From an optimization exercise on the open Yosys and OpenROAD flow, aimed at small area, a short achievable clock period and few clock cycles; shortcuts taken in it are not production practice. Where RTL was checked, it was by simulation tests only, not by an equivalence proof against the original. No functional check of the RTL was part of runs 4 to 6. Power figures rest on the tool's default switching activity, not on a simulated workload.

--- flow/config.mk ---
export PLATFORM = sky130hd
export DESIGN_NAME = Mult
export DESIGN_NICKNAME = Mult
export VERILOG_FILES = /design/flow/design.v
export SDC_FILE = /design/flow/constraint.sdc
export NUM_CORES = 4
export LEC_CHECK = 0
export ABC_AREA = 1
export CAP_MARGIN = 20
export CORE_MARGIN = 2
export CORE_UTILIZATION = 40
export CTS_BUF_LIST = sky130_fd_sc_hd__clkbuf_8
export PLACE_DENSITY = 0.75
export SLEW_MARGIN = 20
--- flow/constraint.sdc ---
create_clock -name core_clock -period 4.0 [get_ports {clk}]
set_input_delay 0.8000 -clock core_clock [delete_from_list [all_inputs] [get_ports {clk}]]
set_output_delay 0.8000 -clock core_clock [all_outputs]
set_load 0.01 [all_outputs]
--- flow/design.v ---
module Mult (
    input wire clk,
    input wire reset_total,
    input wire reset_local,
    input wire [31:0] operand_A_in,
    input wire [31:0] operand_B_in,
    output wire [31:0] product_Hi_out,
    output wire [31:0] product_Lo_out,
    output wire done
);
    localparam G  = 4;                 
    localparam W  = 2 * G;             
    localparam NG = (32 + W - 1) / W;  
    localparam NW = W + 33;            
    localparam NU = 64 - NW;           
    localparam NS = NW + 3;            
    reg  [NU-1:0] U;                   
    reg  [NW-1:0] S, C;                
    reg  [2:0]    q;                   
    reg  [NG-1:0] R;                   
    reg           swap;                
    reg  [G-1:0]  d_one, d_two, d_neg;  
    reg           first;               
    wire start = reset_local;
    wire busy  = |R;
    wire [NG-1:0] TA, TB;
    assign TA[0] = |operand_A_in;
    assign TB[0] = |operand_B_in;
    genvar j, k;
    generate
        for (j = 1; j < NG; j = j + 1) begin : g_t
            wire [32-W*j:0] ha = operand_A_in[31:W*j-1];
            wire [32-W*j:0] hb = operand_B_in[31:W*j-1];
            assign TA[j] = ~(&ha | ~|ha);
            assign TB[j] = ~(&hb | ~|hb);
        end
    endgenerate
    wire [NG-1:0] T0    = TA & TB;
    wire          swap0 = |(TB & ~TA);
    wire [NG-1:0] Rn  = R >> 1;
    wire [NG-1:0] oh  = start ? (T0 & ~(T0 >> 1)) : (Rn & ~(Rn >> 1));
    wire [W*NG:0] ae  = {{(W*NG-32){operand_A_in[31]}}, operand_A_in, 1'b0};
    wire [W*NG:0] be  = {{(W*NG-32){operand_B_in[31]}}, operand_B_in, 1'b0};
    reg  [W:0]    ga, gb;
    integer i;
    always @(*) begin
        ga = {(W+1){1'b0}};
        gb = {(W+1){1'b0}};
        for (i = 0; i < NG; i = i + 1) begin
            ga = ga | ({(W+1){oh[i]}} & ae[W*i +: W+1]);
            gb = gb | ({(W+1){oh[i]}} & be[W*i +: W+1]);
        end
    end
    wire       sw  = start ? swap0 : swap;
    wire [W:0] grp = sw ? ga : gb;
    wire [G-1:0] n_one, n_two, n_neg;
    generate
        for (k = 0; k < G; k = k + 1) begin : g_dec
            wire b0 = grp[2*k], b1 = grp[2*k+1], b2 = grp[2*k+2];
            assign n_one[k] = b1 ^ b0;
            assign n_two[k] = (b2 & ~b1 & ~b0) | (~b2 & b1 & b0);
            assign n_neg[k] = b2;
        end
    endgenerate
    wire [G-1:0] b_one, b_two, b_neg;
    wire [W:0]   blo = {operand_B_in[W-1:0], 1'b0};
    generate
        for (k = 0; k < G; k = k + 1) begin : g_bdec
            wire b0 = blo[2*k], b1 = blo[2*k+1], b2 = blo[2*k+2];
            assign b_one[k] = b1 ^ b0;
            assign b_two[k] = (b2 & ~b1 & ~b0) | (~b2 & b1 & b0);
            assign b_neg[k] = b2;
        end
    endgenerate
    wire [G-1:0] c_one = start ? b_one : d_one;
    wire [G-1:0] c_two = start ? b_two : d_two;
    wire [G-1:0] c_neg = start ? b_neg : d_neg;
    localparam [63:0] KC64 = 64'd0 - ((((64'd1 << (2 * G)) + 64'd8) / 64'd3) << 33);
    localparam [NS-1:0] KC = KC64[NS-1:0];
    wire [31:0] M  = (swap & ~start) ? operand_B_in : operand_A_in;  
    wire [33:0] m1 = {{2{M[31]}}, M};
    wire [33:0] m2 = {M[31], M, 1'b0};
    wire [NS-1:0] xs [0:G-1];
    reg  [W-1:0]  negbits;
    generate
        for (k = 0; k < G; k = k + 1) begin : g_pp
            wire [33:0] x = (({34{c_one[k]}} & m1) | ({34{c_two[k]}} & m2)) ^ {34{c_neg[k]}};
            if (k == 0) begin : g_first
                assign xs[k] = KC | {{(NS-36){1'b0}}, ~x[33], x[33], x[33], x[32:0]};
            end else begin : g_rest
                wire [NS-1:0] xe = {{(NS-34){1'b0}}, ~x[33], x[32:0]};
                assign xs[k] = xe << (2 * k);
            end
        end
    endgenerate
    always @(*) begin
        negbits = {W{1'b0}};
        for (i = 0; i < G; i = i + 1) negbits[2*i] = c_neg[i];
    end
    wire          clr = start | first;
    wire [NW-W-1:0] sl = clr ? {(NW-W){1'b0}} : S[NW-W-1:0];
    wire [NW-W-1:0] cl = clr ? {(NW-W){1'b0}} : C[NW-W-1:0];
    wire [NS-1:0] a0 = {{3{1'b0}}, sl, negbits};
    wire [NS-1:0] a1 = {{3{1'b0}}, cl, {W{1'b0}}};
    reg  [NS-1:0] ns, nc;
    wire [2:0]    nq = ns[NS-1:NW] + nc[NS-1:NW];   
    wire [2:0]    nq0 = {3{~nc[NW]}};
    function [2*NS-1:0] csa;
        input [NS-1:0] x, y, z;
        csa = {x ^ y ^ z, ((x & y) | (x & z) | (y & z)) << 1};
    endfunction
    generate
        if (G == 4) begin : g_t4
            always @(*) begin : b_t4
                reg [NS-1:0] s1, c1, s2, c2, s3, c3;
                {s1, c1} = csa(xs[0], xs[1], xs[2]);
                {s2, c2} = csa(xs[3], a0, a1);
                {s3, c3} = csa(s1, c1, s2);
                {ns, nc} = csa(s3, c3, c2);
            end
        end else if (G == 3) begin : g_t3
            always @(*) begin : b_t3
                reg [NS-1:0] s1, c1, s2, c2;
                {s1, c1} = csa(xs[0], xs[1], xs[2]);
                {s2, c2} = csa(s1, c1, a0);
                {ns, nc} = csa(s2, c2, a1);
            end
        end else begin : g_t2
            always @(*) begin : b_t2
                reg [NS-1:0] s1, c1;
                {s1, c1} = csa(a0, a1, xs[0]);
                {ns, nc} = csa(s1, c1, xs[1]);
            end
        end
    endgenerate
    wire [NU-5:0] uh  = U[NU-1:4];
    wire [NU-5:0] uhp = uh + 1'b1;
    wire [NU-5:0] uhm = uh - 1'b1;
    wire [3:0]    ul  = U[3:0];
    wire          qm2 = (q == 3'b110);
    wire          qm1 = (q == 3'b111);
    wire          qz  = (q == 3'b000);
    wire          qp1 = (q == 3'b001);
    wire          qp2 = (q == 3'b010);
    wire          b0  = (qm1 & (ul == 4'd0)) | (qm2 & (ul <= 4'd1));
    wire          c0  = (qp1 & (ul == 4'd15)) | (qp2 & (ul >= 4'd14));
    wire          b1  = qm2 & (ul == 4'd0);
    wire          c1  = (qz & (ul == 4'd15)) | (qp1 & (ul >= 4'd14)) | (qp2 & (ul >= 4'd13));
    wire [3:0]    l0  = ul + {q[2], q};
    wire [3:0]    l1  = ul + {q[2], q} + 4'd1;
    wire [NU-1:0] uq0 = {(b0 ? uhm : c0 ? uhp : uh), l0};
    wire [NU-1:0] uq1 = {(b1 ? uhm : c1 ? uhp : uh), l1};
    wire [W:0]    hs;
    ks_add #(.N(W)) u_hs (.a(S[NW-1:NW-W]), .b(C[NW-1:NW-W]), .y(hs));
    wire [NU-1:0] u_it = {(hs[W] ? uq1[NU-W-1:0] : uq0[NU-W-1:0]), hs[W-1:0]};
    localparam NL = NW / 2;
    localparam NH = NW - NL;
    wire [NL:0]   zl;
    wire [NH:0]   zh0, zh1;
    ks_add #(.N(NL)) u_zl (.a(S[NL-1:0]), .b(C[NL-1:0]), .y(zl));
    ks_add #(.N(NH)) u_zh0 (.a(S[NW-1:NL]), .b(C[NW-1:NL]), .y(zh0));
    ks_add1 #(.N(NH)) u_zh1 (.a(S[NW-1:NL]), .b(C[NW-1:NL]), .y(zh1));
    wire [NW:0]   z = {(zl[NL] ? zh1 : zh0), zl[NL-1:0]};
    wire [NU-1:0] u_fn = z[NW] ? uq1 : uq0;
    always @(posedge clk) begin
        if (reset_total) begin
            R   <= {NG{1'b0}};
        end else if (start) begin
            R   <= TB[1] ? T0 : {NG{1'b0}};
        end else if (busy) begin
            R   <= Rn;
        end
        if (start) begin
            first <= 1'b1;
            swap  <= swap0;
        end else if (busy) begin
            first <= 1'b0;
        end
        if (start) begin
            U    <= {NU{1'b0}};
            S    <= ns[NW-1:0];
            C    <= nc[NW-1:0];
            q    <= nq0;
        end else if (busy) begin
            U    <= first ? {NU{1'b0}} : u_it;
            S    <= ns[NW-1:0];
            C    <= nc[NW-1:0];
            q    <= nq;
        end
        if (start | busy) begin
            d_one <= n_one;
            d_two <= n_two;
            d_neg <= n_neg;
        end
    end
    assign done = ~busy;
    wire [63:0] P = {u_fn, z[NW-1:0]};
    assign product_Hi_out = P[63:32];
    assign product_Lo_out = P[31:0];
endmodule
module ks_add #(parameter N = 8) (
    input  wire [N-1:0] a,
    input  wire [N-1:0] b,
    output wire [N:0]   y
);
    reg [N-1:0] g, p, g2, p2;
    integer i, d;
    always @(*) begin
        g = a & b;
        p = a | b;
        for (d = 1; d < N; d = d * 2) begin
            g2 = g;
            p2 = p;
            for (i = d; i < N; i = i + 1) begin
                g2[i] = g[i] | (p[i] & g[i-d]);
                p2[i] = p[i] & p[i-d];
            end
            g = g2;
            p = p2;
        end
    end
    assign y = {g[N-1], (a ^ b) ^ {g[N-2:0], 1'b0}};
endmodule
module ks_add1 #(parameter N = 8) (
    input  wire [N-1:0] a,
    input  wire [N-1:0] b,
    output wire [N:0]   y
);
    reg [N-1:0] g, p, g2, p2;
    integer i, d;
    always @(*) begin
        g = (a & b) | {{(N-1){1'b0}}, a[0] | b[0]};
        p = a | b;
        for (d = 1; d < N; d = d * 2) begin
            g2 = g;
            p2 = p;
            for (i = d; i < N; i = i + 1) begin
                g2[i] = g[i] | (p[i] & g[i-d]);
                p2[i] = p[i] & p[i-d];
            end
            g = g2;
            p = p2;
        end
    end
    assign y = {g[N-1], (a ^ b) ^ {g[N-2:0], 1'b1}};
endmodule
--- flow/flow/run.sh ---
#!/bin/bash
# The standard layout, with the smallest buffer on the ports instead of the
# delay-cell buffers buffer_ports picks by default.
set -e
cp standard.sh standard.sh.txt
export BUFFER_PORTS_ARGS="-buffer_cell sky130_fd_sc_hd__buf_1"
bash standard.sh > standard.log 2>&1
--- flow/standard.sh ---
#!/bin/bash
# synth_recipe.tcl (not shown) runs the flow's synth.tcl, then flattens the netlist and writes it again
# the make line also repeats each setting of config.mk as NAME=value (left out here)
make -C /OpenROAD-flow-scripts/flow DESIGN_CONFIG=/design/flow/config.mk WORK_HOME=/design/flow/orfs CLKGATE_MAP_FILE= SYNTH_SCRIPT=/design/flow/synth_recipe.tcl "${@:-finish}"
==> impl_metrics.yaml, run 1 <==
outcome:
  status: "no timing/DRC/antenna violations"
setup_path:
  worstPathRequired_ns: 3.20
  crit_type: "reg -> out"
  crit_arrival_ns: 3.08
  slowest_stage: "edfxtp_1"
  r2r_slack_ns: 0.62
  cp-end-kind: "primary output"
  path_max_fanout: 12
  cpMostUsedCell: "nor2_1"
  path_cells: "inv_1 > ha_1 > inv_1 > a21oi_1 > nor2_1 > nor2_1 > nor2_1 > nor3_2 > nand2_4 > inv_6 > o211ai_4 > nand4_4 > buf_12 > buf_8 > nand3_1 > nand2_1 > clkbuf_2"
  cp-start-kind: "flop"
  max_stage_delay_ns: 0.47
yosys:
  synth_edf_count: 94
  synth_top_area_frac: 0.164
  seq_area_frac_synth: 0.198
  syn_area_per_cell_um2: 7.42
  synthMuxAreaShare: 0.00539
  ys_ff_latch: 123
  yosysWarnings: 5
  synthAdderAreaFrac: 0.221
  postSynthCellCount: 2315
  synthDistinctLibCells: 61
  synth-compound-area-share: 0.138
  synth_ff_type: "edfxtp_1"
  synth_top_family_by_area: "adder cells"
  synth-xor-area-share: 0.103
  yosysMostFrequentCell: "nand2_1"
  async_reset_ff_frac: 0
  synth_top_area_cell: "edfxtp_1"
  syn-num-nets: 2610
  synth_commonest_cells: "nand2_1 (443), inv_1 (430), nor2_1 (229), xor2_1 (183), o22ai_1 (136)"
  yosys.area_share.simple: 0.210
  syn_area_mm2: 0.0172
  synth_area_leaders: "edfxtp_1 (16%), fa_1 (15%), nand2_1 (9.7%), inv_1 (9.4%), xor2_1 (9.3%)"
drt:
  final_antenna_net_count: 0
  routed_wl_um: 54800
  wl_met2_um: 26500
  highest_layer: "met4"
  drt_iter0_markers: 1439
  vias: 16200
  met1_length_um: 23100
  wl_met3_um: 3750
  vias_per_cell: 5.36
  routedWlPerCell_um: 18.1
  drc: 0
  firstDrtPassIters: 6
final_layout:
  regArea_mm2: 0.00340
  diodes: 0
  layoutNonFillerInstCount: 3022
  areaGrowthSynthToFinish_pct: 12.6
  multi_input_area_mm2: 0.0118
  drive_gt1_frac: 0.106
  fillers: 4125
  fin_nets: 2765
clock_tree:
  ctsRootBufferMaster: "clkbuf_8"
  numClockSinks: 123
  clkLatencyLatePin_ns: 0.49
  cts_buffers: 17
  cts_buffer_depth: 2
  clk_pin_slew_worst_paths_ns: 0.09
  htree_num_levels: 4
  cts_tree: "yes"
global_routing:
  first_global_vias: 16200
  antenna_found_initial: 0
  grt_max_degree: 64
  grt-ovfl-total: 0
  grt_usage: 0.249
  grt_pass1_wl_um: 87200
timing:
  period_share: 0.971
  skew_ns: 0.0255
  fmax_ghz: 0.257
  fin_crit_ns: 3.88
  slew_viol_final: 0
  setup_ws_ns: 0.115
  worstMarginPinSlew_ns: 0.764
  slew_headroom: 0.490
  setup_violations: 0
  final_hold_viol_count: 0
die:
  die-area_mm2: 0.0446
  die_height_um: 211
  die_w_um: 211
  start_util: 0.408
  core.rowCount: 75
  design.core.area_mm2: 0.0421
  num_io_pins: 132
pwr:
  power_frac_seq: 0.186
  max-vdd-ir-drop_uv: 380
  p_int_uw: 7050
  clkPwrFrac: 0.067
  leakage_uw: 0.00947
  pwr-share-comb: 0.747
  swShare: 0.544
  p_sw_uw: 8410
  power_density_mw_per_mm2: 800
placed_design:
  gp_congestion: 0.979
  portBuffers: 131
  dp.final_hpwl_um: 43500
  dpl_worst_slack_ns: -0.166
  dp.cells: 2978
run:
  drv_cap: 0
hold_path:
  worstHoldPathType: "reg -> reg"
==> flip-flops by register name, indices dropped and copies added (netlist names) <==
name	cells
d_neg	4
U	23
R	4
first	1
d_two	4
S	41
swap	1
d_one	4
C	38
q	3
==> per-layer routing <==
metal / vias to the layer above / GRT usage
met5: - / 0
met4: 0 / 0.0787
met3: 115 / 0.0373
met2: 702 / 0.422
met1: 7721 / 0.327
li1: 7669 / -
==> metrics by stage <==
step           area [um2]  TNS, ns  hold slack (ns)   util  power (uW)
2_1_floorplan       17200        0            0.454      -       10400
3_3_place_gp        18700   -0.693            0.502  0.445       13600
3_5_place_dp        18700    -4.12            0.526  0.445       14100
4_1_cts             19200        0            0.536  0.456       15300
5_1_grt             19300    -1.41            0.568  0.459       17100
6_report            19300        0            0.531  0.459       15500
==> path summary, 6_finish.rpt <==
| check | from | end | cells after the start |
|---|---|---|---|
| hold / removal | first | first | 2 |
| setup / recovery | C[17] | product_Hi_out[19] | 17 |
| hold reg to reg | first | first | 2 |
| setup reg to reg | swap | S[13] | 9 |
==> layout make-up <==
type                    instances  area share
clock buffers                  17      0.0121
clock inverters                15     0.00531
inverters                     448      0.0873
multi-input cells            1657       0.610
flip-flops and latches        123       0.176
well taps                     539      0.0349
repair buffers                223      0.0740
==> power groups by stage <==
stage | Sequential (uW) | Combinational, uW | Clock [uW]
final | 2870 | 11600 | 1030
after global routing | 2940 | 13100 | 1090
after CTS | 2860 | 11400 | 1040
after detailed placement | 2890 | 11200 | 0
after global placement | 2860 | 10800 | 0
after floorplan | 2600 | 7800 | 0
==> worst max-delay path: cells and delay by family (launching register included) <==
kind                       cells  cell delay (ns)
and+or+nand+nor                8             0.86
buffers and inverters          6             0.72
adders and majority gates      1             0.22
DFF                            1             0.47
AOI/OAI and AO/OA              2             0.29
==> timing repair <==
item | 4_1_cts | 5_1_grt
gates resized for setup | 8 | 31
pin swaps | 2 | 3
hold buffers | 0 | 0
cloned | 2 | 0
endpoints found under the setup margin | 28 | 39
buffers inserted | 3 | 7
==> cell families after synthesis <==
logic type,Yosys count
and+or+nand+nor,844
buffers and inverters,537
AOI/OAI and AO/OA,372
adders and majority gates,229
xor gates and xnor gates,201
DFF,123
muxes,9
==> cell usage in the layout (no fill, tap or decap), types with 6 or more instances in the layout <==
| cell type | Yosys | routed |
|---|---|---|
| nand2_1 | 443 | 436 |
| nor2_2 | 10 | 10 |
| nor2_1 | 229 | 227 |
| nand4_1 | 16 | 16 |
| o21ai_2 | 21 | 21 |
| xnor2_1 | 18 | 18 |
| xor2_1 | 183 | 182 |
| nand2_4 | 3 | 6 |
| inv_2 | 17 | 16 |
| o211ai_1 | 16 | 16 |
| buf_1 | 2 | 118 |
| buf_12 | 0 | 17 |
| a21oi_2 | 12 | 12 |
| nor3_1 | 19 | 18 |
| fa_1 | 125 | 124 |
| inv_1 | 430 | 432 |
| mux2i_1 | 7 | 7 |
| edfxtp_1 | 94 | 94 |
| nand3_1 | 72 | 72 |
| o21ai_0 | 53 | 52 |
| nand2_2 | 22 | 27 |
| o22ai_1 | 136 | 136 |
| a21oi_1 | 85 | 83 |
| dfxtp_1 | 29 | 29 |
| o221ai_1 | 15 | 15 |
| clkbuf_2 | 1 | 13 |
| buf_4 | 10 | 72 |
| clkbuf_8 | 0 | 17 |
| nand3b_1 | 10 | 10 |
| ha_1 | 103 | 100 |
Testbench counts, summed over its fixed seeds: cycles 8,404.
==> inputs of run 2 (changes only) <==
--- a/flow/config.mk
+++ b/flow/config.mk
@@ -10,5 +10,4 @@
 export CORE_MARGIN = 2
 export CORE_UTILIZATION = 40
 export CTS_BUF_LIST = sky130_fd_sc_hd__clkbuf_8
-export PLACE_DENSITY = 0.75
 export SLEW_MARGIN = 20
==> impl_metrics.yaml, run 2 <==
clock_tree:
  ctsRootBufferMaster: "clkbuf_8"
  numClockSinks: 123
  clk_pin_slew_worst_paths_ns: 0.07
  cts_hold_buf: 0
  cts_tree: "yes"
  cts_buffers: 17
  cts_buffer_depth: 2
  htree_num_levels: 4
  clkLatencyLatePin_ns: 0.50
yosys:
  synth-compound-area-share: 0.138
  seq_area_frac_synth: 0.198
  synth-xor-area-share: 0.103
  synth_top_family_by_area: "adder cells"
  synthDistinctLibCells: 61
  yosysMostFrequentCell: "nand2_1"
  syn_area_per_cell_um2: 7.42
  yosys.area_share.simple: 0.210
  synth_edf_count: 94
  synth_top_area_frac: 0.164
  synth_area_leaders: "edfxtp_1 (16%), fa_1 (15%), nand2_1 (9.7%), inv_1 (9.4%), xor2_1 (9.3%)"
  synth_top_area_cell: "edfxtp_1"
  synth_ff_type: "edfxtp_1"
  yosysWarnings: 5
  async_reset_ff_frac: 0
  synth_commonest_cells: "nand2_1 (443), inv_1 (430), nor2_1 (229), xor2_1 (183), o22ai_1 (136)"
  synthAdderAreaFrac: 0.221
  synthMuxAreaShare: 0.00539
  syn_area_mm2: 0.0172
  syn-num-nets: 2610
  ys_ff_latch: 123
  postSynthCellCount: 2315
outcome:
  status: "no timing/DRC/antenna violations"
global_routing:
  busiest_layer: "met2"
  grt_max_degree: 73
  grt-ovfl-total: 0
  grtUsageMet2: 0.416
  first_global_vias: 15800
  use_met3: 0.0311
  grt_usage: 0.247
  use_met1: 0.326
  grt_pass1_wl_um: 85600
  antenna_found_initial: 0
timing:
  setup_violations: 0
  worstMarginPinSlew_ns: 0.571
  fin_crit_ns: 3.83
  final_hold_viol_count: 0
  slew_headroom: 0.617
  skew_ns: 0.0206
  rsz0062_at_grt: "true"
  period_share: 0.958
  fmax_ghz: 0.261
  setup_ws_ns: 0.166
  slew_viol_final: 0
pwr:
  max-vdd-ir-drop_uv: 375
  power_density_mw_per_mm2: 791
  leakage_uw: 0.00967
  power.total_uw: 15600
drt:
  firstDrtPassIters: 5
  routed_wl_um: 54700
  vias: 16100
  drc: 0
  final_antenna_net_count: 0
  drt_iter0_markers: 1375
  vias_per_cell: 5.28
  routedWlPerCell_um: 17.9
final_layout:
  utilization: 0.467
  reg_top3: "S (41), C (38), U (23)"
  regMostFlops: "S"
  fin_nets: 2794
  drive_gt1_frac: 0.113
  final_common_cell: "nand2_1"
  final_cell_mix: "nand2_1 (438), inv_1 (431), nor2_1 (227)"
  largest_reg_flops: 41
  areaGrowthSynthToFinish_pct: 14.5
  diodes: 0
setup_path:
  cp-start-kind: "flop"
  path_max_fanout: 8
  path_cells: "ha_4 > ha_1 > nand3_1 > nand2_2 > a21oi_4 > inv_2 > nand2_2 > nand2_4 > nand2_4 > nand2_8 > inv_6 > o211ai_4 > nand4_4 > buf_12 > bufbuf_16 > nand3_1 > nand2_1 > buf_2"
  crit_type: "reg -> out"
  crit_arrival_ns: 3.03
  worstPathRequired_ns: 3.20
  slowest_stage: "edfxtp_1"
  cp.buffers_inverters: 5
  cp-end-kind: "primary output"
  max_stage_delay_ns: 0.44
  crit_family: "simple AND/OR/NAND/NOR gates"
hold_path:
  worstHoldPathType: "reg -> reg"
placed_design:
  portBuffers: 131
  gp_congestion: 0.949
  dpl_worst_slack_ns: -0.117
  dp.final_hpwl_um: 43800
die:
  num_io_pins: 132
  die_w_um: 211
  core.rowCount: 75
  start_util: 0.408
  die_height_um: 211
  design.core.area_mm2: 0.0421
  die-area_mm2: 0.0446
run:
  drv_cap: 0
run 2: cell families (layout without fill, tap and decap cells):
| kind of cell | count (synthesis) | after routing |
|---|---|---|
| AO/OA/AOI/OAI | 372 | 372 |
| XOR/XNOR | 201 | 201 |
| flip-flops | 123 | 123 |
| adder cells (fa/ha/maj) | 229 | 229 |
| multiplexers | 9 | 9 |
| AND/OR/NAND/NOR | 844 | 845 |
| buffers and inverters | 537 | 733 |
run 2: power by group:
part / switching [uW] / internal [uW]
logic: 7150 / 4340
clock network: 573 / 604
registers: 584 / 2310
total: 8310 / 7250
run 2: timing repair:
action,in CTS,in global routing
hold endpoints to repair,0,0
setup endpoints to repair,34,34
cloned,2,0
setup buffers,6,9
pin swaps,3,8
gates resized for setup,18,18
run 2: final timing paths:
kind	depth (start not counted)	slack [ns]	from	end
worst max-delay path	18	0.17	S[2]	product_Hi_out[24]
worst min-delay path	2	0.52	R[2]	R[1]
worst max register to register	10	0.69	swap	C[11]
worst min register to register	2	0.52	R[2]	R[1]
run 2: per-layer routing:
metal / up-vias / share of wire
met2: 555 / 0.48
met5: - / 0
met1: 7705 / 0.44
met4: 0 / 0.031
met3: 104 / 0.054
li1: 7756 / -
run 2: area by class of cell:
class | count | area [um2]
sequential | 123 | 3400
inverter | 448 | 1690
fill | 4224 | 22500
timing repair buffer | 253 | 1700
tap | 539 | 674
clock inverter | 15 | 155
multi-input combinational | 1656 | 11800
clock buffer | 17 | 234
run 2: metrics by stage:
stage          instances  area, um2  TNS [ns]  hold WS, ns
2_1_floorplan       2315      17200         0        0.454
3_3_place_gp        3002      19000    -0.268        0.503
3_5_place_dp        3002      19000     -1.24        0.512
4_1_cts             3042      19500         0        0.520
5_1_grt             3051      19700   -0.0689        0.582
6_report            3051      19700         0        0.518
run 2: tightest hold or removal path, stage by stage (launching register included):
cell     delay (ns)
dfxtp_1        0.35
nand2_1        0.07
a21oi_1        0.05
==> inputs of run 3 (changes only) <==
--- a/flow/config.mk
+++ b/flow/config.mk
@@ -10,4 +10,5 @@
 export CORE_MARGIN = 2
 export CORE_UTILIZATION = 40
 export CTS_BUF_LIST = sky130_fd_sc_hd__clkbuf_8
+export PLACE_DENSITY = 0.45
 export SLEW_MARGIN = 20
==> impl_metrics.yaml, run 3 <==
final_layout:
  final_common_cell: "nand2_1"
  fillers: 4333
  reg_top3: "S (41), C (38), U (23)"
  final_cell_mix: "nand2_1 (433), inv_1 (427), nor2_1 (226)"
  areaGrowthSynthToFinish_pct: 18.4
  diodes: 0
  largest_reg_flops: 41
  fin_nets: 2844
  regMostFlops: "S"
  drive_gt1_frac: 0.140
  utilization: 0.482
drt:
  vias_per_cell: 5.13
  vias: 15900
  final_antenna_net_count: 0
  drc: 0
  routedWlPerCell_um: 19.3
  routed_wl_um: 59800
  firstDrtPassIters: 5
  drt_iter0_markers: 1194
yosys:
  syn-num-nets: 2610
  synth_top_area_frac: 0.164
  synth_top_area_cell: "edfxtp_1"
  yosysWarnings: 5
  synth_edf_count: 94
  ys_ff_latch: 123
  async_reset_ff_frac: 0
  syn_area_per_cell_um2: 7.42
  synth_area_leaders: "edfxtp_1 (16%), fa_1 (15%), nand2_1 (9.7%), inv_1 (9.4%), xor2_1 (9.3%)"
  postSynthCellCount: 2315
  synth_ff_type: "edfxtp_1"
  syn_area_mm2: 0.0172
  synth_commonest_cells: "nand2_1 (443), inv_1 (430), nor2_1 (229), xor2_1 (183), o22ai_1 (136)"
  synthDistinctLibCells: 61
  seq_area_frac_synth: 0.198
  yosysMostFrequentCell: "nand2_1"
die:
  num_io_pins: 132
  die_w_um: 211
  die-area_mm2: 0.0446
  die_height_um: 211
  core.rowCount: 75
  start_util: 0.408
  design.core.area_mm2: 0.0421
clock_tree:
  numClockSinks: 123
  cts_buffers: 17
  cts_hold_buf: 0
  cts_tree: "yes"
  clkLatencyLatePin_ns: 0.50
  cts_buffer_depth: 2
  ctsRootBufferMaster: "clkbuf_8"
  clk_pin_slew_worst_paths_ns: 0.09
  htree_num_levels: 4
pwr:
  power_density_mw_per_mm2: 780
  leakage_uw: 0.0100
  max-vdd-ir-drop_uv: 911
setup_path:
  cp-start-kind: "flop"
  reg2reg_depth: 12
  worstReg2RegStart: "swap"
  path_max_fanout: 6
  r2r_slack_ns: 0.57
  crit_start: "S[17]"
  crit_type: "reg -> out"
  crit_arrival_ns: 3.01
  reg2reg_to: "S[16]"
  cp-end-kind: "primary output"
  worstPathRequired_ns: 3.20
hold_path:
  hold_path.startpoint: "first"
  worstHoldPathType: "reg -> reg"
  whs_path_depth: 2
  whs_endpoint: "first"
timing:
  setup_violations: 0
  fmax_ghz: 0.262
  skew_ns: 0.0214
  fin_crit_ns: 3.81
  slew_headroom: 0.576
  worstMarginPinSlew_ns: 0.635
  period_share: 0.953
  slew_viol_final: 0
  final_hold_viol_count: 0
  timing.hold.ws_ns: 0.520
outcome:
  status: "no timing/DRC/antenna violations"
global_routing:
  grt_pass1_wl_um: 90900
  antenna_found_initial: 0
  first_global_vias: 15800
  grt_max_degree: 52
  grt-ovfl-total: 0
  grt_usage: 0.269
placed_design:
  portBuffers: 131
  gp_congestion: 0.911
  dp.final_hpwl_um: 47500
run:
  drv_cap: 0
==> run 3: final cells by class <==
| type | instances | area, um2 | share of cell area |
|---|---|---|---|
| multi-input combinational | 1657 | 11900 | 0.584 |
| clock buffer | 18 | 248 | 0.0122 |
| sequential | 123 | 3400 | 0.167 |
| tap | 539 | 674 | 0.0332 |
| timing repair buffer | 302 | 2270 | 0.112 |
| clock inverter | 14 | 168 | 0.00825 |
| inverter | 448 | 1690 | 0.0830 |
==> run 3: what timing repair did <==
action | in CTS | in global routing
pin swaps | 4 | 11
cloned | 2 | 1
resized for setup | 23 | 39
setup endpoints to repair | 37 | 32
buffers inserted | 4 | 17
==> run 3: worst max path at each step <==
stage	cells past startpoint	to	slack, ns
finish	17	product_Hi_out[0]	0.19
global route	16	product_Lo_out[30]	-0.02
floorplan	11	S[34]	0.05
detailed placement	15	S[16]	-0.23
global placement	15	S[16]	-0.18
CTS	18	product_Hi_out[0]	0.002
==> run 3: logic make-up (layout without fill, tap and decap cells) <==
family / count (synthesis) / after routing / synth area share
AOI/OAI and AO/OA: 372 / 372 / 0.138
muxes: 9 / 9 / 0.00539
buffers and inverters: 537 / 782 / 0.125
adders and majority gates: 229 / 229 / 0.221
DFF: 123 / 123 / 0.198
xor gates and xnor gates: 201 / 201 / 0.103
and+or+nand+nor: 844 / 846 / 0.210
==> run 3: power by group <==
group          leakage [uW]  internal, uW  switching (uW)
Sequential          0.00124          2310             580
Combinational       0.00856          4470            7250
Clock              0.000210           634             607
==> run 3: per-stage QoR <==
stage,total power [uW],worst slack (ns),instance area (um2),TNS [ns],cells
3_3_place_gp,14000,-0.178,19500,-2.71,3045
3_5_place_dp,14200,-0.235,19500,-3.64,3045
4_1_cts,15700,0.00218,20100,0,3083
2_1_floorplan,10400,0.0452,17200,0,2315
5_1_grt,17500,-0.0221,20300,-0.0466,3101
6_report,15900,0.186,20300,0,3101
==> run 3: routing by layer <==
metal | part of all wire | track usage
met5 | 0 | 0
met4 | 0.021 | 0.0767
met3 | 0.044 | 0.0409
met2 | 0.49 | 0.454
met1 | 0.45 | 0.358
==> run 3: worst max-delay path, cell delays in order (launching register included) <==
cell	delay, ns
edfxtp_1	0.50
inv_2	0.11
ha_4	0.12
inv_1	0.04
a21oi_2	0.12
nor2_1	0.06
nor2_1	0.08
nor2_1	0.05
nor3_2	0.34
nand2_8	0.12
buf_6	0.15
or2_0	0.19
nand2_1	0.11
inv_2	0.05
nand2_1	0.06
nand2_2	0.06
xor2_2	0.18
buf_2	0.16
==> inputs of run 4 (changes only) <==
--- a/flow/design.v
+++ b/flow/design.v
@@ -161,7 +161,9 @@
     ks_add #(.N(NH)) u_zh0 (.a(S[NW-1:NL]), .b(C[NW-1:NL]), .y(zh0));
     ks_add1 #(.N(NH)) u_zh1 (.a(S[NW-1:NL]), .b(C[NW-1:NL]), .y(zh1));
     wire [NW:0]   z = {(zl[NL] ? zh1 : zh0), zl[NL-1:0]};
-    wire [NU-1:0] u_fn = z[NW] ? uq1 : uq0;
+    wire [NU-1:0] u_f0 = zh0[NH] ? uq1 : uq0;
+    wire [NU-1:0] u_f1 = zh1[NH] ? uq1 : uq0;
+    wire [NU-1:0] u_fn = zl[NL] ? u_f1 : u_f0;
     always @(posedge clk) begin
         if (reset_total) begin
             R   <= {NG{1'b0}};
--- a/flow/config.mk
+++ b/flow/config.mk
@@ -10,5 +10,4 @@
 export CORE_MARGIN = 2
 export CORE_UTILIZATION = 40
 export CTS_BUF_LIST = sky130_fd_sc_hd__clkbuf_8
-export PLACE_DENSITY = 0.45
 export SLEW_MARGIN = 20
==> impl_metrics.yaml, run 4 <==
clock_tree:
  cts_buffers: 17
  clkLatencyLatePin_ns: 0.50
  ctsRootBufferMaster: "clkbuf_8"
  clk_pin_slew_worst_paths_ns: 0.08
  cts_tree: "yes"
  cts_buffer_depth: 2
  numClockSinks: 123
  htree_num_levels: 4
  cts_hold_buf: 0
global_routing:
  grt_max_degree: 76
  first_global_vias: 15500
  grt_pass1_wl_um: 84900
  grt_usage: 0.247
  grt-ovfl-total: 0
  antenna_found_initial: 0
timing:
  setup_violations: 0
  fmax_ghz: 0.259
  period_share: 0.965
  skew_ns: 0.0199
  worstMarginPinSlew_ns: 0.626
  timing.hold.ws_ns: 0.492
  slew_headroom: 0.583
  final.setup.tns_ns: 0
  final_hold_viol_count: 0
  fin_crit_ns: 3.86
  slew_viol_final: 0
final_layout:
  drive_gt1_frac: 0.116
  regMostFlops: "S"
  largest_reg_flops: 41
  final_cell_mix: "inv_1 (410), nand2_1 (391), nor2_1 (206)"
  reg_top3: "S (41), C (38), U (23)"
  areaGrowthSynthToFinish_pct: 15.0
  final_common_cell: "inv_1"
  fin_nets: 2734
  diodes: 0
yosys:
  synth_top_area_frac: 0.167
  synth_area_leaders: "edfxtp_1 (17%), fa_1 (15%), xor2_1 (9.7%), inv_1 (9.1%), nand2_1 (8.8%)"
  synth_ff_type: "edfxtp_1"
  synth_edf_count: 94
  yosysWarnings: 5
  async_reset_ff_frac: 0
  synthDistinctLibCells: 54
  ys_ff_latch: 123
  synth_commonest_cells: "inv_1 (412), nand2_1 (399), nor2_1 (210), xor2_1 (188), o22ai_1 (130)"
  syn_area_per_cell_um2: 7.54
  yosysMostFrequentCell: "inv_1"
  postSynthCellCount: 2245
  seq_area_frac_synth: 0.201
  synth_top_area_cell: "edfxtp_1"
  syn-num-nets: 2540
  syn_area_mm2: 0.0169
setup_path:
  worstPathRequired_ns: 3.20
  cp-start-kind: "flop"
  cp-end-kind: "primary output"
  endpoint: "product_Hi_out[10]"
  path_max_fanout: 9
  crit_start: "S[33]"
  max_stage_delay_ns: 0.45
  crit_arrival_ns: 3.06
  reg2reg_depth: 12
  r2r_slack_ns: 0.58
  slowest_stage: "edfxtp_1"
  crit_type: "reg -> out"
  worstReg2RegStart: "swap"
  reg2reg_to: "S[21]"
  path_cells: "ha_4 > fa_2 > inv_1 > o21ai_2 > nand2_1 > and2_4 > inv_2 > nor2_2 > nand2_1 > nand2_4 > nand2_8 > inv_2 > nor2_1 > nor2_1 > buf_1"
drt:
  final_antenna_net_count: 0
  drc: 0
  firstDrtPassIters: 6
  routed_wl_um: 54100
  vias: 15600
  drt_iter0_markers: 1413
  vias_per_cell: 5.23
  routedWlPerCell_um: 18.1
die:
  core.rowCount: 75
  die-area_mm2: 0.0440
  die_height_um: 210
  start_util: 0.404
  design.core.area_mm2: 0.0419
  die_w_um: 210
  num_io_pins: 132
run:
  drv_cap: 0
placed_design:
  portBuffers: 131
  dp.final_hpwl_um: 43100
  gp_congestion: 0.949
pwr:
  leakage_uw: 0.00942
  power_density_mw_per_mm2: 868
  max-vdd-ir-drop_uv: 680
outcome:
  status: "no timing/DRC/antenna violations"
hold_path:
  worstHoldPathType: "reg -> reg"
## run 4: cell count changes after synthesis, sizes merged, moves of 13 or more
cell	change
nand2	-44
inv	-24
mux2i	+22
nand3	+21
a21oi	-18
nor2	-13
## run 4: worst min-delay path by stage
stage / startpoint / to / slack (ns) / depth (start not counted)
3_5_place_dp: R[2] / R[1] / 0.49 / 2
4_1_cts: R[2] / R[1] / 0.49 / 2
5_1_grt: reset_total / R[3] / 0.54 / 2
2_1_floorplan: R[2] / R[1] / 0.46 / 2
6_report: R[2] / R[1] / 0.49 / 2
3_3_place_gp: R[2] / R[1] / 0.50 / 2
## run 4: critical path, delay by kind of cell (launching register included)
family,cells,cell delay [ns]
simple gates,8,0.90
fa+ha+maj,2,0.59
buf+inv,4,0.51
flops,1,0.45
compound gates,1,0.10
## run 4: power breakdown
part	leakage, uW	switching, uW	internal [uW]
registers	0.00124	552	2360
clock network	0.000209	617	590
logic	0.00797	7860	4920
total	0.00942	9030	7870
## run 4: through the flow
stage / instances / util / total power [uW] / area, um2 / worst slack [ns]
3_5_place_dp: 2947 / 0.449 / 15100 / 18800 / -0.0983
3_3_place_gp: 2947 / 0.449 / 14800 / 18800 / -0.0345
6_report: 2991 / 0.465 / 16900 / 19500 / 0.141
4_1_cts: 2983 / 0.462 / 16800 / 19300 / 0.00129
5_1_grt: 2991 / 0.465 / 18500 / 19500 / -0.0364
2_1_floorplan: 2245 / - / 11000 / 16900 / 0.0215
## run 4: cells by family (layout without fill, tap and decap cells)
logic type / Yosys count / after routing / synth area share
AO/OA/AOI/OAI: 349 / 349 / 0.125
adder cells (fa/ha/maj): 228 / 228 / 0.224
AND/OR/NAND/NOR: 803 / 804 / 0.205
flip-flops: 123 / 123 / 0.201
buffers and inverters: 507 / 713 / 0.122
multiplexers: 30 / 30 / 0.0178
XOR/XNOR: 205 / 205 / 0.106
## run 4: area by class of cell
cell class / instances / area, um2
inverters: 425 / 1610
clock inverters: 13 / 139
flip-flops and latches: 123 / 3400
repair buffers: 256 / 1710
multi-input cells: 1616 / 11700
well taps: 539 / 674
clock buffers: 19 / 262
fillers: 4199 / 22400
## run 4: per-layer routing
layer	up-vias	GRT usage	share of wire
met5	-	0	0
met1	7450	0.322	0.44
li1	7556	-	-
met4	0	0.0831	0.027
met2	532	0.421	0.48
met3	98	0.0341	0.054
## run 4: repair_timing
action                     CTS  global route
gates cloned                 2             0
gates resized for setup     28            22
setup endpoints to repair   43            42
pin swaps                    2             8
setup buffers                2             8
==> inputs of run 5 (changes only) <==
--- a/flow/design.v
+++ b/flow/design.v
@@ -62,8 +62,9 @@
             assign n_neg[k] = b2;
         end
     endgenerate
+    wire         tb1 = TB[1];
     wire [G-1:0] b_one, b_two, b_neg;
-    wire [W:0]   blo = {operand_B_in[W-1:0], 1'b0};
+    wire [W:0]   blo = tb1 ? {operand_A_in[W-1:0], 1'b0} : {operand_B_in[W-1:0], 1'b0};
     generate
         for (k = 0; k < G; k = k + 1) begin : g_bdec
             wire b0 = blo[2*k], b1 = blo[2*k+1], b2 = blo[2*k+2];
@@ -77,7 +78,8 @@
     wire [G-1:0] c_neg = start ? b_neg : d_neg;
     localparam [63:0] KC64 = 64'd0 - ((((64'd1 << (2 * G)) + 64'd8) / 64'd3) << 33);
     localparam [NS-1:0] KC = KC64[NS-1:0];
-    wire [31:0] M  = (swap & ~start) ? operand_B_in : operand_A_in;  
+    wire        msw = start ? tb1 : swap;
+    wire [31:0] M  = msw ? operand_B_in : operand_A_in;  
     wire [33:0] m1 = {{2{M[31]}}, M};
     wire [33:0] m2 = {M[31], M, 1'b0};
     wire [NS-1:0] xs [0:G-1];
@@ -161,14 +163,12 @@
     ks_add #(.N(NH)) u_zh0 (.a(S[NW-1:NL]), .b(C[NW-1:NL]), .y(zh0));
     ks_add1 #(.N(NH)) u_zh1 (.a(S[NW-1:NL]), .b(C[NW-1:NL]), .y(zh1));
     wire [NW:0]   z = {(zl[NL] ? zh1 : zh0), zl[NL-1:0]};
-    wire [NU-1:0] u_f0 = zh0[NH] ? uq1 : uq0;
-    wire [NU-1:0] u_f1 = zh1[NH] ? uq1 : uq0;
-    wire [NU-1:0] u_fn = zl[NL] ? u_f1 : u_f0;
+    wire [NU-1:0] u_fn = z[NW] ? uq1 : uq0;
     always @(posedge clk) begin
         if (reset_total) begin
             R   <= {NG{1'b0}};
         end else if (start) begin
-            R   <= TB[1] ? T0 : {NG{1'b0}};
+            R   <= (TB[1] & TA[1]) ? T0 : {NG{1'b0}};
         end else if (busy) begin
             R   <= Rn;
         end
==> impl_metrics.yaml, run 5 <==
final_layout:
  regMostFlops: "S"
  drive_gt1_frac: 0.260
  areaGrowthSynthToFinish_pct: 33.9
  diodes: 0
  largest_reg_flops: 41
  final_common_cell: "nand2_1"
  final_cell_mix: "nand2_1 (609), inv_1 (445), buf_4 (241)"
  fin_nets: 3274
  reg_top3: "S (41), C (38), U (23)"
  design_area_mm2: 0.0239
clock_tree:
  cts_hold_buf: 0
  cts_tree: "yes"
  clk_pin_slew_worst_paths_ns: 0.08
  clkLatencyLatePin_ns: 0.53
  cts_buffer_depth: 2
  htree_num_levels: 4
  cts_buffers: 17
  numClockSinks: 123
  ctsRootBufferMaster: "clkbuf_8"
timing:
  rsz0062_at_grt: "true"
  period_share: 1.04
  slew_viol_final: 0
  skew_ns: 0.0258
  setup_violations: 29
  fmax_ghz: 0.240
  final_hold_viol_count: 0
  final.setup.tns_ns: -1.29
  slew_headroom: 0.520
  fin_crit_ns: 4.16
  worstMarginPinSlew_ns: 0.719
  setup_ws_ns: -0.160
setup_path:
  max_stage_delay_ns: 0.46
  crit_start: "operand_B_in[26]"
  crit_arrival_ns: 4.43
  endpoint: "S[16]"
  worstPathRequired_ns: 4.27
  worstReg2RegStart: "swap"
  path_max_fanout: 26
  cp-end-kind: "flop"
  path_cells: "buf_4 > buf_6 > clkinv_4 > nand2_2 > nor2_2 > nand2_2 > nor2_4 > nand2_4 > nand2_8 > buf_8 > nand2_4 > nand2_4 > nor2_2 > nand2_2 > nand3_4 > buf_12 > o22ai_1 > xor2_1 > fa_1 > inv_2 > fa_2 > inv_1 > fa_2"
  reg2reg_to: "S[20]"
  cp-start-kind: "input pin"
  crit_type: "in -> reg"
  slowest_stage: "fa_1"
  reg2reg_depth: 14
  r2r_slack_ns: 0.48
placed_design:
  gp_congestion: 0.972
  dp.final_hpwl_um: 50500
  portBuffers: 131
  place_area_mm2: 0.0208
pwr:
  leakage_uw: 0.0121
  max-vdd-ir-drop_uv: 408
  power_density_mw_per_mm2: 746
yosys:
  syn_area_per_cell_um2: 6.86
  synthMuxAreaShare: 0
  yosysWarnings: 5
  synthDistinctLibCells: 57
  synth_top_area_cell: "edfxtp_1"
  synth_ff_type: "edfxtp_1"
  synth_commonest_cells: "nand2_1 (719), inv_1 (494), nor2_1 (184), nand3_1 (151), xor2_1 (140)"
  synth-compound-area-share: 0.113
  synth_area_leaders: "edfxtp_1 (16%), nand2_1 (15%), fa_1 (14%), inv_1 (10%), ha_1 (7.1%)"
  ys_ff_latch: 123
  async_reset_ff_frac: 0
  syn-num-nets: 2899
  yosys.area_share.simple: 0.275
  synthAdderAreaFrac: 0.209
  syn_area_mm2: 0.0179
  postSynthCellCount: 2607
  seq_area_frac_synth: 0.190
  synth_edf_count: 94
  synth_top_family_by_area: "simple AND/OR/NAND/NOR gates"
  synth-xor-area-share: 0.0759
  yosysMostFrequentCell: "nand2_1"
  synth_top_area_frac: 0.158
die:
  die-area_mm2: 0.0464
  die_w_um: 215
  core.rowCount: 77
  design.core.area_mm2: 0.0441
  start_util: 0.405
  die_height_um: 215
  num_io_pins: 132
hold_path:
  worstHoldPathType: "reg -> reg"
outcome:
  so.violations: "negative setup slack"
  status: "failed layout checks"
global_routing:
  first_global_vias: 17600
  antenna_found_initial: 0
  grt-ovfl-total: 0
  grt_max_degree: 59
  grt_pass1_wl_um: 98200
  grt_usage: 0.272
drt:
  drt_iter0_markers: 1770
  firstDrtPassIters: 6
  vias_per_cell: 5.20
  routed_wl_um: 67400
  routedWlPerCell_um: 18.8
  final_antenna_net_count: 0
  drc: 0
  vias: 18700
run:
  drv_cap: 0
==> run 5: cell count changes in the layout (fill, tap and decap cells not counted), moves of 29 or more <==
cell | before | now
buf_4 | 105 | 241
nand2_2 | 24 | 87
mux2i_1 | 29 | 0
nand2_1 | 391 | 609
nand3_1 | 92 | 130
inv_1 | 410 | 445
buf_6 | 0 | 41
buf_1 | 120 | 85
nor2_1 | 206 | 171
o22ai_1 | 130 | 23
o22ai_2 | 0 | 32
xor2_1 | 187 | 118
nand2_4 | 8 | 37
==> run 5: cell families (layout without fill, tap and decap cells) <==
logic type / count (synthesis) / count (layout)
flip-flops: 123 / 123
buffers and inverters: 600 / 988
AO/OA/AOI/OAI: 337 / 337
XOR/XNOR: 155 / 155
adder cells (fa/ha/maj): 225 / 225
AND/OR/NAND/NOR: 1167 / 1167
==> run 5: stage by stage <==
stage                     hold slack (ns)  cells  utilization  setup WS [ns]  total power, uW
final                               0.499   3587        0.543         -0.160            17900
after global routing                0.514   3587        0.543         -0.234            19600
after CTS                           0.501   3541        0.502        -0.0639            17000
after detailed placement            0.489   3475        0.472         -0.732            14900
after global placement              0.485   3475        0.472         -0.665            14600
after floorplan                     0.441   2607            -         -0.139            10800
==> run 5: area by class of cell <==
cell class / instances / area (um2)
Clock inverter: 15 / 211
Clock buffer: 17 / 234
Tap cell: 592 / 741
Fill cell: 4287 / 20200
Multi-Input combinational cell: 1884 / 13500
Sequential cell: 123 / 3410
Timing Repair Buffer: 450 / 3830
Inverter: 506 / 1990
==> run 5: worst min path at each step <==
stage          cells after the start         from  slack, ns    end
6_report                           2        first       0.50  first
5_1_grt                            2        first       0.51  first
4_1_cts                            2  reset_total       0.50   R[2]
3_5_place_dp                       2        first       0.49  first
3_3_place_gp                       2        first       0.49  first
2_1_floorplan                      2        first       0.44  first
==> run 5: power by group <==
part	internal, uW	switching, uW
Combinational	5430	8270
Sequential	2340	501
Clock	688	626
Total	8450	9400
==> run 5: routing by layer <==
metal | GRT usage | wire length [um]
met1 | 0.357 | 28300
met2 | 0.466 | 32200
met3 | 0.0366 | 3970
met4 | 0.0839 | 3000
met5 | 0 | 0
==> run 5: critical path, delay by kind of cell <==
kind	cells	cell delay [ns]
xor+xnor	1	0.28
buf+inv	7	0.79
compound gates	1	0.20
simple gates	11	0.99
fa+ha+maj	3	1.33
==> run 5: repair_timing <==
item | CTS | global route
cloned | 7 | 21
hold endpoints to repair | 0 | 0
pin swaps | 54 | 132
gates resized for setup | 136 | 336
setup buffers | 28 | 29
setup endpoints to repair | 99 | 113
==> inputs of run 6 (changes only) <==
--- a/flow/design.v
+++ b/flow/design.v
@@ -20,7 +20,6 @@
     reg  [NG-1:0] R;                   
     reg           swap;                
     reg  [G-1:0]  d_one, d_two, d_neg;  
-    reg           first;               
     wire start = reset_local;
     wire busy  = |R;
     wire [NG-1:0] TA, TB;
@@ -62,9 +61,8 @@
             assign n_neg[k] = b2;
         end
     endgenerate
-    wire         tb1 = TB[1];
     wire [G-1:0] b_one, b_two, b_neg;
-    wire [W:0]   blo = tb1 ? {operand_A_in[W-1:0], 1'b0} : {operand_B_in[W-1:0], 1'b0};
+    wire [W:0]   blo = {operand_B_in[W-1:0], 1'b0};
     generate
         for (k = 0; k < G; k = k + 1) begin : g_bdec
             wire b0 = blo[2*k], b1 = blo[2*k+1], b2 = blo[2*k+2];
@@ -78,8 +76,7 @@
     wire [G-1:0] c_neg = start ? b_neg : d_neg;
     localparam [63:0] KC64 = 64'd0 - ((((64'd1 << (2 * G)) + 64'd8) / 64'd3) << 33);
     localparam [NS-1:0] KC = KC64[NS-1:0];
-    wire        msw = start ? tb1 : swap;
-    wire [31:0] M  = msw ? operand_B_in : operand_A_in;  
+    wire [31:0] M  = (swap & ~start) ? operand_B_in : operand_A_in;  
     wire [33:0] m1 = {{2{M[31]}}, M};
     wire [33:0] m2 = {M[31], M, 1'b0};
     wire [NS-1:0] xs [0:G-1];
@@ -99,9 +96,8 @@
         negbits = {W{1'b0}};
         for (i = 0; i < G; i = i + 1) negbits[2*i] = c_neg[i];
     end
-    wire          clr = start | first;
-    wire [NW-W-1:0] sl = clr ? {(NW-W){1'b0}} : S[NW-W-1:0];
-    wire [NW-W-1:0] cl = clr ? {(NW-W){1'b0}} : C[NW-W-1:0];
+    wire [NW-W-1:0] sl = start ? {(NW-W){1'b0}} : S[NW-W-1:0];
+    wire [NW-W-1:0] cl = start ? {(NW-W){1'b0}} : C[NW-W-1:0];
     wire [NS-1:0] a0 = {{3{1'b0}}, sl, negbits};
     wire [NS-1:0] a1 = {{3{1'b0}}, cl, {W{1'b0}}};
     reg  [NS-1:0] ns, nc;
@@ -164,27 +160,30 @@
     ks_add1 #(.N(NH)) u_zh1 (.a(S[NW-1:NL]), .b(C[NW-1:NL]), .y(zh1));
     wire [NW:0]   z = {(zl[NL] ? zh1 : zh0), zl[NL-1:0]};
     wire [NU-1:0] u_fn = z[NW] ? uq1 : uq0;
+    wire keep = ~TB[1];
     always @(posedge clk) begin
         if (reset_total) begin
             R   <= {NG{1'b0}};
         end else if (start) begin
-            R   <= (TB[1] & TA[1]) ? T0 : {NG{1'b0}};
+            R   <= keep ? {NG{1'b0}} : T0;
         end else if (busy) begin
             R   <= Rn;
         end
         if (start) begin
-            first <= 1'b1;
             swap  <= swap0;
-        end else if (busy) begin
-            first <= 1'b0;
-        end
-        if (start) begin
+        end
+        if (start & ~keep) begin
+            U    <= {NU{1'b0}};
+            S    <= {NW{1'b0}};
+            C    <= {NW{1'b0}};
+            q    <= 3'd0;
+        end else if (start) begin
             U    <= {NU{1'b0}};
             S    <= ns[NW-1:0];
             C    <= nc[NW-1:0];
             q    <= nq0;
         end else if (busy) begin
-            U    <= first ? {NU{1'b0}} : u_it;
+            U    <= u_it;
             S    <= ns[NW-1:0];
             C    <= nc[NW-1:0];
             q    <= nq;
==> impl_metrics.yaml, run 6 <==
final_layout:
  drive_gt1_frac: 0.0934
  final_cell_mix: "inv_1 (498), nand2_1 (477), nor2_1 (292)"
  layoutNonFillerInstCount: 3369
  reg_top3: "S (41), C (38), U (23)"
  multi_input_area_mm2: 0.0126
  areaGrowthSynthToFinish_pct: 15.2
  diodes: 0
  fillers: 4478
  final_common_cell: "inv_1"
  utilization: 0.467
  largest_reg_flops: 41
  fin_nets: 3066
  regMostFlops: "S"
  regArea_mm2: 0.00257
clock_tree:
  clkLatencyLatePin_ns: 0.51
  cts_tree: "yes"
  cts_buffers: 17
  cts_buffer_depth: 2
  ctsRootBufferMaster: "clkbuf_8"
  htree_num_levels: 4
  clk_pin_slew_worst_paths_ns: 0.09
  numClockSinks: 122
drt:
  firstDrtPassIters: 5
  vias_per_cell: 5.18
  drc: 0
  final_antenna_net_count: 0
  routedWlPerCell_um: 17.3
  vias: 17400
  routed_wl_um: 58200
  drt_iter0_markers: 1591
pwr:
  power.total_uw: 11900
  power_density_mw_per_mm2: 595
  p_int_uw: 5700
  power_frac_seq: 0.167
  clkPwrFrac: 0.105
  leakage_uw: 0.0102
  max-vdd-ir-drop_uv: 383
  p_sw_uw: 6230
  swShare: 0.522
  pwr-share-comb: 0.728
global_routing:
  use_met3: 0.0266
  use_met1: 0.350
  grt-ovfl-total: 0
  grt_max_degree: 111
  grt_usage: 0.258
  antenna_found_initial: 0
  grt_pass1_wl_um: 91200
  busiest_layer: "met2"
  first_global_vias: 16700
  grtUsageMet2: 0.431
setup_path:
  cp-end-kind: "primary output"
  cp.buffers_inverters: 4
  worstPathRequired_ns: 3.20
  crit_family: "simple AND/OR/NAND/NOR gates"
  cpMostUsedCell: "buf_12"
  slowest_stage: "dfxtp_1"
  path_max_fanout: 12
  crit_arrival_ns: 3.06
  r2r_slack_ns: 0.48
  cp-start-kind: "flop"
  max_stage_delay_ns: 0.34
  path_cells: "ha_1 > o21bai_1 > a21oi_2 > nor2_2 > nor3_4 > buf_12 > nand2_8 > inv_6 > nand2_2 > nand2_4 > or2_4 > buf_12 > nand3_1 > nand2_1 > clkbuf_2"
  crit_type: "reg -> out"
die:
  die-area_mm2: 0.0452
  core.rowCount: 76
  die_w_um: 213
  design.core.area_mm2: 0.0430
  start_util: 0.405
  num_io_pins: 132
  die_height_um: 213
placed_design:
  dpl_worst_slack_ns: -0.165
  dp.cells: 3327
  dp.final_hpwl_um: 46000
  portBuffers: 131
  gp_congestion: 1.01
yosys:
  async_reset_ff_frac: 0
  synth_ff_type: "dfxtp_1"
  synth_edf_count: 12
  syn-num-nets: 2886
  syn_area_per_cell_um2: 6.72
  yosysWarnings: 5
  synth_area_leaders: "fa_1 (14%), dfxtp_1 (13%), inv_1 (11%), nand2_1 (10%), xor2_1 (9.4%)"
  syn_area_mm2: 0.0174
  synth_commonest_cells: "inv_1 (503), nand2_1 (478), nor2_1 (296), xor2_1 (186), o22ai_1 (141)"
  seq_area_frac_synth: 0.147
  synth_top_area_frac: 0.144
  postSynthCellCount: 2591
  yosysMostFrequentCell: "inv_1"
  synthDistinctLibCells: 56
  ys_ff_latch: 122
  synth_top_area_cell: "fa_1"
timing:
  worstMarginPinSlew_ns: 1.07
  slew_headroom: 0.285
  timing.hold.ws_ns: 0.515
  setup_violations: 0
  fmax_ghz: 0.259
  period_share: 0.965
  fin_crit_ns: 3.86
  skew_ns: 0.0197
  slew_viol_final: 0
  final_hold_viol_count: 0
  setup_ws_ns: 0.142
hold_path:
  worstHoldPathType: "reg -> reg"
run:
  drv_cap: 0
outcome:
  status: "no timing/DRC/antenna violations"
==> run 6: stage by stage <==
step	TNS, ns	area (um2)
after floorplan	0	17400
after global placement	-2.06	19400
after detailed placement	-2.87	19400
after CTS	0	19900
after global routing	-0.00824	20100
final	0	20100
==> run 6: logic make-up after synthesis <==
| family | after synthesis | synth area share |
|---|---|---|
| compound gates | 435 | 0.152 |
| xor+xnor | 203 | 0.102 |
| fa+ha+maj | 229 | 0.218 |
| buf+inv | 624 | 0.141 |
| flops | 122 | 0.147 |
| mux | 21 | 0.0121 |
| simple gates | 957 | 0.227 |
==> run 6: path summary, 6_finish.rpt <==
kind,endpoint,from,depth (start not counted)
worst max-delay path,product_Hi_out[14],C[13],15
worst min-delay path,S[2],S[2],2
worst max register to register,S[19],swap,13
worst min register to register,S[2],S[2],2
==> run 6: layout make-up <==
| class | count | share of cell area |
|---|---|---|
| tap | 585 | 0.0365 |
| clock inverter | 15 | 0.00942 |
| timing repair buffer | 268 | 0.0894 |
| inverter | 514 | 0.0967 |
| sequential | 122 | 0.128 |
| multi-input combinational | 1848 | 0.628 |
| clock buffer | 17 | 0.0117 |
==> run 6: worst reg2reg max path: stages (launching register included) <==
cell and delay, ns:
dfxtp_1 0.32, nand2_2 0.11, buf_12 0.17, mux2i_1 0.45, buf_4 0.25, o22ai_1 0.10
xor2_1 0.17, fa_1 0.60, inv_1 0.07, fa_1 0.47, inv_1 0.05, fa_1 0.43
a31oi_1 0.18, inv_1 0.05
==> run 6: metal layers <==
layer | vias to the layer above | share of wire
met5 | - | 0
met4 | 0 | 0.026
met3 | 97 | 0.048
met2 | 606 | 0.47
met1 | 8176 | 0.45
li1 | 8563 | -
==> run 6: repair_timing <==
item,in CTS,in global routing
hold endpoints to repair,0,0
hold buffers,0,0
setup endpoints to repair,27,27
cloned,1,3
gates resized for setup,14,36
setup buffers,1,5
pin swaps,4,4
==> run 6: power by group through the flow <==
stage / registers [uW] / clock network, uW / logic [uW]
3_3_place_gp: 2000 / 0 / 8440
3_5_place_dp: 2020 / 0 / 8560
4_1_cts: 1990 / 1290 / 8630
2_1_floorplan: 1890 / 0 / 5990
5_1_grt: 2050 / 1320 / 9840
6_report: 1990 / 1250 / 8690

==> afterwards: timing with drivers on the ports <==
Ports are ideal in the flow. The routed layouts listed here were re-timed in OpenROAD.
Step 1, drivers: a clkbuf_16 drives clk and a buf_2 each remaining input, both assumed.
Step 2, shift: input delay + t, output delay - t, t = (earliest + latest rising clock arrival at the registers) / 2. This alone moves slack from input paths to output paths.
a / b / c = no drivers / after step 1 / after step 2; a / b = the first two.
| run | t (ns) | setup WS [ns] | worst register clock-pin slew, ns | pins driven straight from the clock port |
|---|---|---|---|---|
| run 1 | 0.530 | 0.115 / 0.066 / -0.174 | 0.10 / 0.10 | 1 |
| run 2 | 0.538 | 0.166 / 0.115 / -0.120 | 0.09 / 0.09 | 1 |
| run 3 | 0.546 | 0.186 / 0.131 / -0.213 | 0.09 / 0.09 | 1 |
| run 4 | 0.541 | 0.141 / 0.091 / -0.109 | 0.09 / 0.09 | 1 |
| run 5 | 0.572 | -0.160 / -0.137 / -0.709 | 0.10 / 0.10 | 1 |
| run 6 | 0.561 | 0.142 / 0.086 / -0.173 | 0.09 / 0.09 | 1 |
With both steps, setup timing fails in 5 of these runs, where it was met with ideal ports. The setup slack of run 5, which loses most, moves by +0.023 ns with the drivers and by -0.549 ns with both steps.
